Context: an optimization exercise on an open-source flow, tuned for small area. The choices shown serve that exercise and are no tape-out recipe.
Function was checked by simulation only, so behaviour that the tests miss may differ from the original.
Power is estimated from default activity; no workload was simulated.

## design/flow/constraint.sdc

```tcl
create_clock -name core_clock -period 9.5 [get_ports {clk}]
set_input_delay 1.9000 -clock core_clock [delete_from_list [all_inputs] [get_ports {clk}]]
set_output_delay 1.9000 -clock core_clock [all_outputs]
set_load 0.01 [all_outputs]
```

## design/flow/run.sh

```bash
#!/bin/bash
# synth_recipe.tcl (not shown) runs the flow's synth.tcl, then flattens the netlist and writes it again
# the make line also repeats each setting of config.mk as NAME=value (left out here)
make -C /OpenROAD-flow-scripts/flow DESIGN_CONFIG=/design/flow/config.mk WORK_HOME=/design/flow/orfs CLKGATE_MAP_FILE= SYNTH_SCRIPT=/design/flow/synth_recipe.tcl finish
```

## design/flow/design.v

```verilog
`timescale 1ns/1ns
module ALU(
    input wire [31:0] a,
    input wire [31:0] b,
    input wire [2:0] alu_control,
    output reg [31:0] result,
    output wire zero_flag
);
    assign zero_flag = (result == 32'b0);
    always @(*) begin
        case(alu_control)
            3'b001: result = a + b;           
            3'b010: result = a - b;           
            3'b011: result = (a < b) ? 1 : 0;  
            3'b100: result = a & b;           
            3'b101: result = a | b;           
            3'b110: result = a ^ b;           
            3'b111: result = ~(a | b);        
            default: result = 32'b0;
        endcase
    end
endmodule
`timescale 1ns/1ns
module ALUcontrol(
    input wire [1:0] alu_op,
    input wire [5:0] funct,
    output reg [2:0] alu_control
);
    always @(*) begin
        case(alu_op)
            2'b10: begin  
                case(funct)
                    6'b100000: alu_control = 3'b001;  
                    6'b100010: alu_control = 3'b010;  
                    6'b101010: alu_control = 3'b011;  
                    6'b100100: alu_control = 3'b100;  
                    6'b100101: alu_control = 3'b101;  
                    6'b100110: alu_control = 3'b110;  
                    6'b100111: alu_control = 3'b111;  
                    default:   alu_control = 3'b000;
                endcase
            end
            default: alu_control = 3'b000;
        endcase
    end
endmodule
`timescale 1ns/1ns
module UnidadDeControl(
    input wire [5:0] opcode,
    output reg reg_write,
    output reg mem_to_reg,
    output reg mem_write,
    output reg alu_src,
    output reg [1:0] alu_op
);
    always @(*) begin
        reg_write = 1'b0;
        mem_to_reg = 1'b0;
        mem_write = 1'b0;
        alu_src = 1'b0;
        alu_op = 2'b00;
        case(opcode)
            6'b000000: begin  
                reg_write = 1'b1;
                alu_op = 2'b10;
            end
            default: begin
                reg_write = 1'b0;
                alu_op = 2'b00;
            end
        endcase
    end
endmodule
`timescale 1ns/1ns
module BancoDeRegistros(
    input wire clk,
    input wire reset,
    input wire reg_write_enable,
    input wire [4:0] reg_read_addr_1,
    input wire [4:0] reg_read_addr_2,
    input wire [4:0] reg_write_addr,
    input wire [31:0] reg_write_data,
    output wire [31:0] reg_read_data_1,
    output wire [31:0] reg_read_data_2
);
reg [31:0] registers [0:31];  
integer i;
    assign reg_read_data_1 = registers[reg_read_addr_1];
    assign reg_read_data_2 = registers[reg_read_addr_2];
    always @(posedge clk or posedge reset) begin
        if (reset) begin
            for (i = 0; i < 32; i = i + 1) begin
                registers[i] <= 32'b0;
            end
        end 
        else if (reg_write_enable && reg_write_addr != 0) begin
            registers[reg_write_addr] <= reg_write_data;
        end
    end
endmodule
`timescale 1ns/1ns
module TopLevel(
    input wire clk,
    input wire reset,
    input wire [31:0] instruction,
    output wire [31:0] result
);
wire [5:0] opcode;
wire [5:0] funct;
wire [4:0] rs, rt, rd;
wire [31:0] reg_read_data_1, reg_read_data_2;
wire [2:0] alu_control_wire;
wire reg_write, mem_to_reg, mem_write;
wire [1:0] alu_op;
wire [31:0] alu_result;
wire zero_flag;
wire alu_src;
    assign opcode = instruction[31:26];
    assign rs = instruction[25:21];
    assign rt = instruction[20:16];
    assign rd = instruction[15:11];
    assign funct = instruction[5:0];
    UnidadDeControl control_unit(
        .opcode(opcode),
        .reg_write(reg_write),
        .mem_to_reg(mem_to_reg),
        .mem_write(mem_write),
        .alu_src(alu_src),
        .alu_op(alu_op)
    );
    ALUcontrol alu_control_unit(
        .alu_op(alu_op),
        .funct(funct),
        .alu_control(alu_control_wire)
    );
    BancoDeRegistros register_file(
        .clk(clk),
        .reset(reset),
        .reg_write_enable(reg_write),
        .reg_read_addr_1(rs),
        .reg_read_addr_2(rt),
        .reg_write_addr(rd),
        .reg_write_data(alu_result),
        .reg_read_data_1(reg_read_data_1),
        .reg_read_data_2(reg_read_data_2)
    );
    ALU alu_unit(
        .a(reg_read_data_1),
        .b(reg_read_data_2),
        .alu_control(alu_control_wire),
        .result(alu_result),
        .zero_flag(zero_flag)
    );
    assign result = alu_result;
endmodule
```

## design/flow/config.mk

```make
export PLATFORM = sky130hd
export DESIGN_NAME = TopLevel
export DESIGN_NICKNAME = TopLevel
export VERILOG_FILES = /design/flow/design.v
export SDC_FILE = /design/flow/constraint.sdc
export NUM_CORES = 4
export LEC_CHECK = 0
export CAP_MARGIN = 20
export CORE_MARGIN = 2
export CORE_UTILIZATION = 40
export SETUP_SLACK_MARGIN = 0.3
export SLEW_MARGIN = 20
```

==> results of run 1 <==
==> cell usage after synthesis, types with 13 or more instances <==
cell type / n
nand4_1: 116
o21ai_1: 55
a211oi_1: 19
a21oi_1: 291
nor2_2: 13
nand2b_1: 18
o21ai_0: 782
a31oi_1: 41
buf_2: 52
nor3_1: 87
a21o_1: 21
o31ai_1: 17
o21a_1: 53
mux2i_1: 25
clkbuf_1: 494
a22o_1: 92
nand2_1: 1060
nand3_1: 267
inv_1: 141
ha_1: 98
a221oi_1: 89
nor2_1: 420
a22oi_1: 620
dfrtp_1: 1024
a222oi_1: 30
buf_1: 31
and2_1: 15
nor2b_1: 17
or3_1: 16
buf_4: 13
or4_1: 18
nand3b_1: 20
nor4_1: 30
a2111oi_0: 25
and3_1: 93
mux2_2: 71
==> worst max path at each step <==
stage | start | endpoint | depth (start not counted)
final | instruction[18] | result[0] | 29
after global routing | instruction[16] | result[31] | 29
after CTS | instruction[25] | result[29] | 28
after detailed placement | instruction[16] | result[29] | 23
after global placement | instruction[16] | result[29] | 23
after floorplan | reset | register_file.registers[0][0] | 1
==> what timing repair did <==
item,4_1_cts,5_1_grt
pin swaps,48,87
setup buffers,46,35
gates cloned,1,1
gates resized for setup,205,175
setup endpoints to repair,25,25
==> worst max-delay path, delay by kind of cell <==
family	cells	cell delay, ns
adders and majority gates	1	0.23
buffers and inverters	14	2.26
and+or+nand+nor	6	1.10
AOI/OAI and AO/OA	8	1.57
==> metal layers <==
layer	vias up	track usage, %
met2	5068	62.4
li1	24900	-
met1	29600	55.5
met4	22	27.4
met3	1541	18.1
met5	-	1.17
==> final cells by class <==
cell class | instances | area, um2 | area share [%]
antenna | 13 | 32.5 | 0.0450
clock buffer | 155 | 3260 | 4.51
clock inverter | 56 | 711 | 0.984
inverter | 148 | 563 | 0.779
multi-input combinational | 4707 | 29200 | 40.4
sequential | 1024 | 25600 | 35.5
tap | 1794 | 2240 | 3.11
timing repair buffer | 1143 | 10600 | 14.7
==> through the flow <==
step                      worst slack [ns]  utilization, %  setup TNS (ns)  total power [mW]
after CTS                           0.0465            51.6               0              10.1
after detailed placement             -1.10            47.8           -9.40              5.34
final                                0.491            52.4               0              10.2
after global routing                 0.314            52.4               0              10.4
after global placement               -1.12            47.8          -10.03              5.33
after floorplan                      -6.51               -        -6670.27              4.85
==> kinds of logic after synthesis <==
family / Yosys count
buffers and inverters: 744
AND/OR/NAND/NOR: 2249
multiplexers: 96
flip-flops: 1024
adder cells (fa/ha/maj): 100
AO/OA/AOI/OAI: 2253
XOR/XNOR: 9
==> power by group through the flow <==
stage / clock [mW] / combinational, mW / sequential, mW
after floorplan: 0 / 0.363 / 4.49
after global placement: 0 / 0.845 / 4.49
after detailed placement: 0 / 0.849 / 4.49
after CTS: 4.78 / 0.898 / 4.41
after global routing: 4.96 / 0.988 / 4.41
final: 4.79 / 0.955 / 4.41
==> flow_summary.yaml, run 1 <==
critical_path:
  path_class: "in2out"
  worstPathMaxFanout: 8
  worstReg2RegEnd: "register_file.registers[1][31]"
  reg2reg_depth: 23
  cpMostUsedCell: "buf_4"
  crit_arrival_ns: 7.11
  worstPathRequired_ns: 7.60
  critPathSlowestCell: "or3b_4"
  rr_startpoint: "register_file.registers[2][8]"
  critPathMaxStageDelay_ns: 0.41
  regToRegSetupSlack_ns: 3.76
  endpoint_kind: "primary output"
  startpoint_type: "input port"
cells_and_area:
  largest_register: "register_file.registers"
  final_cell_mix: "nand2_1, dfrtp_1, buf_4"
  drive_gt1_share_pct: 24.1
  largest_reg_flops: 1024
  reg_top3: "register_file.registers (1024)"
  fillers: 12900
  final_common_cell: "nand2_1"
  finish.instance_area_um2: 72200
  layoutNonFillerInstCount: 9040
  area_growth_syn_to_layout_pct: 29.6
  fin_nets: 7271
synthesis:
  muxShareOfSynthArea_pct: 1.88
  synthCells: 6475
  synth.cell_area_um2: 55700
  yosys.area_share.xor_xnor_pct: 0.141
  synth.top_cell.area_share_pct: 46.0
  async_flop_share_pct: 100
  synthAdderAreaFrac_pct: 2.27
  ys.flop_type: "dfrtp_1"
  synth_nets: 6609
  synth_top_family_by_area: "compound AO/OA/AOI/OAI gates"
  syn_area_per_cell_um2: 8.61
  ys_ff_latch: 1024
  synthSimpleGateAreaFrac_pct: 18.2
  synth_edf_count: 0
  synth-seq-area-share_pct: 46.0
  ys.warnings.count: 5
  synth_area_leader_cell: "dfrtp_1"
  synth_compound_area_share_pct: 26.2
  synth_cell_type_count: 100
  synth_area_leaders: "dfrtp_1, a22oi_1, nand2_1"
global_routing:
  antenna_found_initial: 15
  grt_overflow: 0
  first_global_vias: 57400
  grt_usage_pct: 44.1
  grt_max_degree: 162
  grt_pass1_wl_um: 443000
routing:
  wl_per_cell_um: 35.4
  wl_um: 320000
  first_pass_iters: 10
  top_layer_used: "met5"
  wl_met2_um: 130000
  drtIter0Drc: 11300
  vias_per_cell: 6.76
  wl_met3_um: 47300
  drcViolationCount: 0
  ant_nets: 0
  num_vias: 61100
  met1_length_um: 117000
floorplan:
  die_h_um: 377
  die_x_um: 377
  dieArea_um2: 142000
  core_area_um2: 138000
  rows: 136
  io_pins: 66
  start_util_pct: 40.4
pwr:
  p_comb_share_pct: 9.4
  p_leak_nw: 32.8
  peakVddDrop_uv: 151
  power_frac_seq_pct: 43.4
  net-switching-power_mw: 2.64
  p_int_mw: 7.51
  clkPwrFrac_pct: 47.2
  p_per_area_nw_per_um2: 141
  p_sw_share_pct: 26.0
clock_tree:
  clk_latency_ns: 0.80
  cts_tree: "yes"
  cts.sinks: 1024
  hold_buffers: 0
  clk_path_buf_depth: 3
  htree_levels: 3
  cts_buffers: 113
  clk_pin_slew_ns: 0.06
  cts_root_buf: "clkbuf_16"
timing:
  tightest_slew_ns: 1.21
  timing.final.crit_share_pct: 94.8
  fmax_mhz: 111
  slew_viol_final: 0
  final-hold-violation-count: 0
  final-setup-viol-count: 0
  clock_skew_ns: 0.0539
  max_slew_margin_pct: 19.1
  min_period_ns: 9.01
  rsz0062_at_grt: "false"
  worst_hold_slack_ns: 0.398
place:
  gp_congestion: 1.06
  port_buffers: 60
  dp.cells: 8732
  place_hpwl_um: 215000
  placed_cell_area_um2: 65900
worst_hold_path:
  holdCritStartpoint: "register_file.registers[0][25]"
  min_path_type: "reg2reg"
  whs_path_depth: 0
  hold_end: "register_file.registers[0][25]"
job:
  drv_cap: 0
run_status:
  outcome: "no timing/DRC/antenna violations"
==> inputs of run 2 (changes only) <==
==> design/flow/design.v (replaced) <==
`timescale 1ns/1ns
module ALU(
    input wire [31:0] a,
    input wire [31:0] b,
    input wire [6:0] alu_sel,
    output wire [31:0] result
);
    wire sub = alu_sel[1] | alu_sel[2];
    wire [31:0] bx = b ^ {32{sub}};
    wire [31:0] p0 = a ^ bx;
    wire [31:0] g0 = a & bx;
    wire [32:0] carry;
    assign carry[0] = sub;
    reg [31:0] G, P;
    integer i, s;
    always @(*) begin
        G = g0;
        P = p0;
        G[0] = g0[0] | (p0[0] & sub);
        for (s = 1; s < 32; s = s * 2)
            for (i = 2*s - 1; i < 32; i = i + 2*s) begin
                G[i] = G[i] | (P[i] & G[i-s]);
                P[i] = P[i] & P[i-s];
            end
        for (s = 8; s >= 1; s = s / 2)
            for (i = 3*s - 1; i < 32; i = i + 2*s) begin
                G[i] = G[i] | (P[i] & G[i-s]);
                P[i] = P[i] & P[i-s];
            end
    end
    assign carry[32:1] = G;
    wire [31:0] sum = p0 ^ carry[31:0];
    assign result =
          ({32{alu_sel[0] | alu_sel[1]}} & sum)
        | {31'b0, alu_sel[2] & ~carry[32]}
        | ({32{alu_sel[3]}} & (a & b))
        | ({32{alu_sel[4]}} & (a | b))
        | ({32{alu_sel[5]}} & (a ^ b))
        | ({32{alu_sel[6]}} & ~(a | b));
endmodule
`timescale 1ns/1ns
module ALUcontrol(
    input wire rtype,
    input wire [5:0] funct,
    output wire [6:0] alu_sel
);
    wire hi = rtype & (funct[5:4] == 2'b10);
    assign alu_sel[0] = hi & (funct[3:0] == 4'b0000);
    assign alu_sel[1] = hi & (funct[3:0] == 4'b0010);
    assign alu_sel[2] = hi & (funct[3:0] == 4'b1010);
    assign alu_sel[3] = hi & (funct[3:0] == 4'b0100);
    assign alu_sel[4] = hi & (funct[3:0] == 4'b0101);
    assign alu_sel[5] = hi & (funct[3:0] == 4'b0110);
    assign alu_sel[6] = hi & (funct[3:0] == 4'b0111);
endmodule
`timescale 1ns/1ns
module UnidadDeControl(
    input wire [5:0] opcode,
    output wire reg_write
);
    assign reg_write = (opcode == 6'b000000);
endmodule
`timescale 1ns/1ns
module BancoDeRegistros(
    input wire clk,
    input wire reset,
    input wire reg_write_enable,
    input wire [4:0] reg_read_addr_1,
    input wire [4:0] reg_read_addr_2,
    input wire [4:0] reg_write_addr,
    input wire [31:0] reg_write_data,
    output wire [31:0] reg_read_data_1,
    output wire [31:0] reg_read_data_2
);
    wire [1023:0] t1, t2;
    genvar i, j;
    generate
        for (j = 0; j < 32; j = j + 1) begin : z
            assign t1[j*32] = 1'b0;
            assign t2[j*32] = 1'b0;
        end
        for (i = 1; i < 32; i = i + 1) begin : r
            reg [31:0] q;
            reg v;
            wire we = reg_write_enable & (reg_write_addr == i);
            always @(posedge clk)
                q <= ({32{we}} & reg_write_data) | ({32{~we}} & q);
            always @(posedge clk or posedge reset)
                if (reset) v <= 1'b0;
                else       v <= v | we;
            wire s1 = v & (reg_read_addr_1 == i);
            wire s2 = v & (reg_read_addr_2 == i);
            for (j = 0; j < 32; j = j + 1) begin : b
                assign t1[j*32 + i] = s1 & q[j];
                assign t2[j*32 + i] = s2 & q[j];
            end
        end
        for (j = 0; j < 32; j = j + 1) begin : o
            assign reg_read_data_1[j] = |t1[j*32 +: 32];
            assign reg_read_data_2[j] = |t2[j*32 +: 32];
        end
    endgenerate
endmodule
`timescale 1ns/1ns
module TopLevel(
    input wire clk,
    input wire reset,
    input wire [31:0] instruction,
    output wire [31:0] result
);
wire [5:0] opcode = instruction[31:26];
wire [4:0] rs = instruction[25:21];
wire [4:0] rt = instruction[20:16];
wire [4:0] rd = instruction[15:11];
wire [5:0] funct = instruction[5:0];
wire reg_write;
wire [6:0] alu_sel;
wire [31:0] reg_read_data_1, reg_read_data_2;
wire [31:0] alu_result;
    UnidadDeControl control_unit(
        .opcode(opcode),
        .reg_write(reg_write)
    );
    ALUcontrol alu_control_unit(
        .rtype(reg_write),
        .funct(funct),
        .alu_sel(alu_sel)
    );
    BancoDeRegistros register_file(
        .clk(clk),
        .reset(reset),
        .reg_write_enable(reg_write),
        .reg_read_addr_1(rs),
        .reg_read_addr_2(rt),
        .reg_write_addr(rd),
        .reg_write_data(alu_result),
        .reg_read_data_1(reg_read_data_1),
        .reg_read_data_2(reg_read_data_2)
    );
    ALU alu_unit(
        .a(reg_read_data_1),
        .b(reg_read_data_2),
        .alu_sel(alu_sel),
        .result(alu_result)
    );
    assign result = alu_result;
endmodule
==> flow_summary.yaml, run 2 <==
floorplan:
  die_h_um: 346
  rows: 125
  start_util_pct: 40.2
  io_pins: 66
  dieArea_um2: 119000
  core_area_um2: 116000
  die_x_um: 346
pwr:
  peakVddDrop_uv: 150
  p_leak_nw: 19.4
  finalPower_mw: 9.69
  p_per_area_nw_per_um2: 165
critical_path:
  worstPathRequired_ns: 7.60
  reg2reg_depth: 24
  path_class: "in2out"
  crit_arrival_ns: 7.32
  startpoint_type: "input port"
  rr_startpoint: "register_file.r[25].v"
  endpoint_kind: "primary output"
  critPathSlowestCell: "fa_1"
  regToRegSetupSlack_ns: 3.69
  worstPathMaxFanout: 5
  crit_end: "result[26]"
  critPathMaxStageDelay_ns: 0.53
  crit_path_start: "instruction[18]"
place:
  dp.cells: 5310
  port_buffers: 60
  place_hpwl_um: 151000
  placed_cell_area_um2: 54400
  gp_congestion: 0.980
synthesis:
  syn_area_per_cell_um2: 13.9
  ys_ff_latch: 1023
  async_flop_share_pct: 3.03
  synth.cell_area_um2: 46700
  yosys.cell_count.top_type: "edfxtp_1"
  synth_edf_count: 992
  ys.warnings.count: 2
  ys.flop_type: "edfxtp_1"
  synth_area_leaders: "edfxtp_1, a22oi_1, a222oi_1"
  synth_cell_type_count: 64
  synth_area_leader_cell: "edfxtp_1"
  synth-seq-area-share_pct: 65.5
  synth.top_cell.area_share_pct: 63.8
  synthTopCellsByCount: "edfxtp_1, a22oi_1, clkbuf_1, nand3_1, a222oi_1"
  synth_nets: 3507
  synthCells: 3363
routing:
  num_vias: 40600
  vias_per_cell: 7.33
  met1_length_um: 80000
  drtIter0Drc: 9463
  first_pass_iters: 14
  wl_per_cell_um: 42.4
  wl_met3_um: 35500
  drcViolationCount: 0
  top_layer_used: "met5"
  wl_um: 235000
  ant_nets: 0
  wl_met2_um: 99300
global_routing:
  grt_max_degree: 56
  grt_overflow: 0
  first_global_vias: 38400
  grt_pass1_wl_um: 315000
  grt_usage_pct: 38.1
  antenna_found_initial: 7
clock_tree:
  cts.sinks: 1023
  cts_root_buf: "clkbuf_16"
  cts_buffers: 106
  cts_tree: "yes"
  htree_levels: 3
  clk_pin_slew_ns: 0.06
  clk_path_buf_depth: 3
  clk_latency_ns: 0.73
timing:
  timing.final.crit_share_pct: 97.1
  clock_skew_ns: 0.0363
  tightest_slew_ns: 1.18
  rsz0062_at_grt: "true"
  final-setup-viol-count: 0
  worst_hold_slack_ns: 0.526
  max_slew_margin_pct: 21.1
  min_period_ns: 9.22
  slew_viol_final: 0
  fmax_mhz: 108
  setup_tns_ns: 0
  final-hold-violation-count: 0
cells_and_area:
  area_growth_syn_to_layout_pct: 25.9
  drive_gt1_share_pct: 26.6
  final_common_cell: "edfxtp_1"
  fin_nets: 4064
  layoutNonFillerInstCount: 5538
  finish.instance_area_um2: 58800
  final_cell_mix: "edfxtp_1, a22oi_1, buf_4"
worst_hold_path:
  min_path_type: "reg2reg"
job:
  drv_cap: 0
run_status:
  outcome: "no timing/DRC/antenna violations"
-- run 2: cells by family after synthesis --
group | after synthesis | synth area share, %
AO/OA/AOI/OAI | 1076 | 18.1
XOR/XNOR | 58 | 1.10
adder cells (fa/ha/maj) | 110 | 3.21
buffers and inverters | 343 | 3.04
flip-flops | 1023 | 65.5
multiplexers | 35 | 0.753
AND/OR/NAND/NOR | 718 | 8.35
-- run 2: power breakdown --
| group | internal, mW | total [mW] | switching, mW |
|---|---|---|---|
| Combinational | 0.107 | 0.252 | 0.145 |
| Sequential | 4.88 | 4.89 | 0.00763 |
| Clock | 2.66 | 4.55 | 1.89 |
| Total | 7.65 | 9.69 | 2.04 |
-- run 2: critical path: cells and delay by family --
family | cells | cell delay, ns
AO/OA/AOI/OAI | 8 | 1.98
AND/OR/NAND/NOR | 4 | 1.08
adder cells (fa/ha/maj) | 2 | 0.84
XOR/XNOR | 1 | 0.15
buffers and inverters | 11 | 1.35
-- run 2: repair_timing --
action / CTS / global route
resized for setup: 111 / 50
endpoints found under the setup margin: 25 / 25
buffers inserted: 21 / 5
hold buffers: 0 / 0
pin swaps: 25 / 17
-- run 2: per-stage QoR --
step           util, %  setup WS (ns)
6_report          50.7          0.279
3_3_place_gp      46.9         -0.776
3_5_place_dp      46.9         -0.683
5_1_grt           50.6          0.241
4_1_cts           50.5          0.157
2_1_floorplan        -          0.428
-- run 2: final cells by class --
cell class | instances | area, um2
timing repair buffer | 712 | 6630
clock buffer | 128 | 2820
multi-input combinational | 1997 | 15600
clock inverter | 69 | 922
inverter | 80 | 300
sequential | 1023 | 30600
antenna | 5 | 12.5
tap | 1524 | 1910
fill | 9797 | 57300
-- run 2: how the worst min path moves through the flow --
| stage | startpoint | end | slack, ns | cells after the start |
|---|---|---|---|---|
| CTS | register_file.r[28].v | register_file.r[28].v | 0.51 | 1 |
| detailed placement | register_file.r[28].v | register_file.r[28].v | 0.49 | 1 |
| floorplan | register_file.r[10].v | register_file.r[10].v | 0.45 | 1 |
| global placement | register_file.r[28].v | register_file.r[28].v | 0.47 | 1 |
| finish | register_file.r[28].v | register_file.r[28].v | 0.53 | 1 |
| global route | register_file.r[28].v | register_file.r[28].v | 0.53 | 1 |
-- run 2: layer usage --
layer	vias up	track usage (%)
met5	-	0
met4	4	26.1
met3	1223	11.5
met2	4362	56.6
met1	19800	47.8
li1	15100	-

## what the ideal ports hide
The flow's constraints put no driver on any port. The routed layouts listed below were extracted and timed again, unchanged, in two steps.
Step 1 (the two cells are an assumption about what drives the block):
set clk [get_ports {clk}]
set_driving_cell -lib_cell sky130_fd_sc_hd__clkbuf_16 $clk
set_driving_cell -lib_cell sky130_fd_sc_hd__buf_2 [delete_from_list [all_inputs] $clk]
Step 2 moves the port delays by t, midway between the first and last clock arrival at a register: inputs arrive t later, outputs are due t later. That takes back most of the time a late clock gives input paths.
Three values: ideal ports, drivers, drivers and shift; two values: the first two.
run | t, ns | slack for setup (ns) | worst setup path after step 2 | worst slew at a driven data input, ns | pins driven straight from the clock port
run 1 | 0.845 | 0.491 / 0.458 / 0.458 | input to output | 0.05 | 1
run 2 | 0.784 | 0.279 / 0.257 / 0.257 | input to output | 0.05 | 1
After both steps setup and hold are still met in every run listed. The setup slack of run 1, which loses most, moves by -0.033 ns with the drivers and by -0.033 ns with both steps.
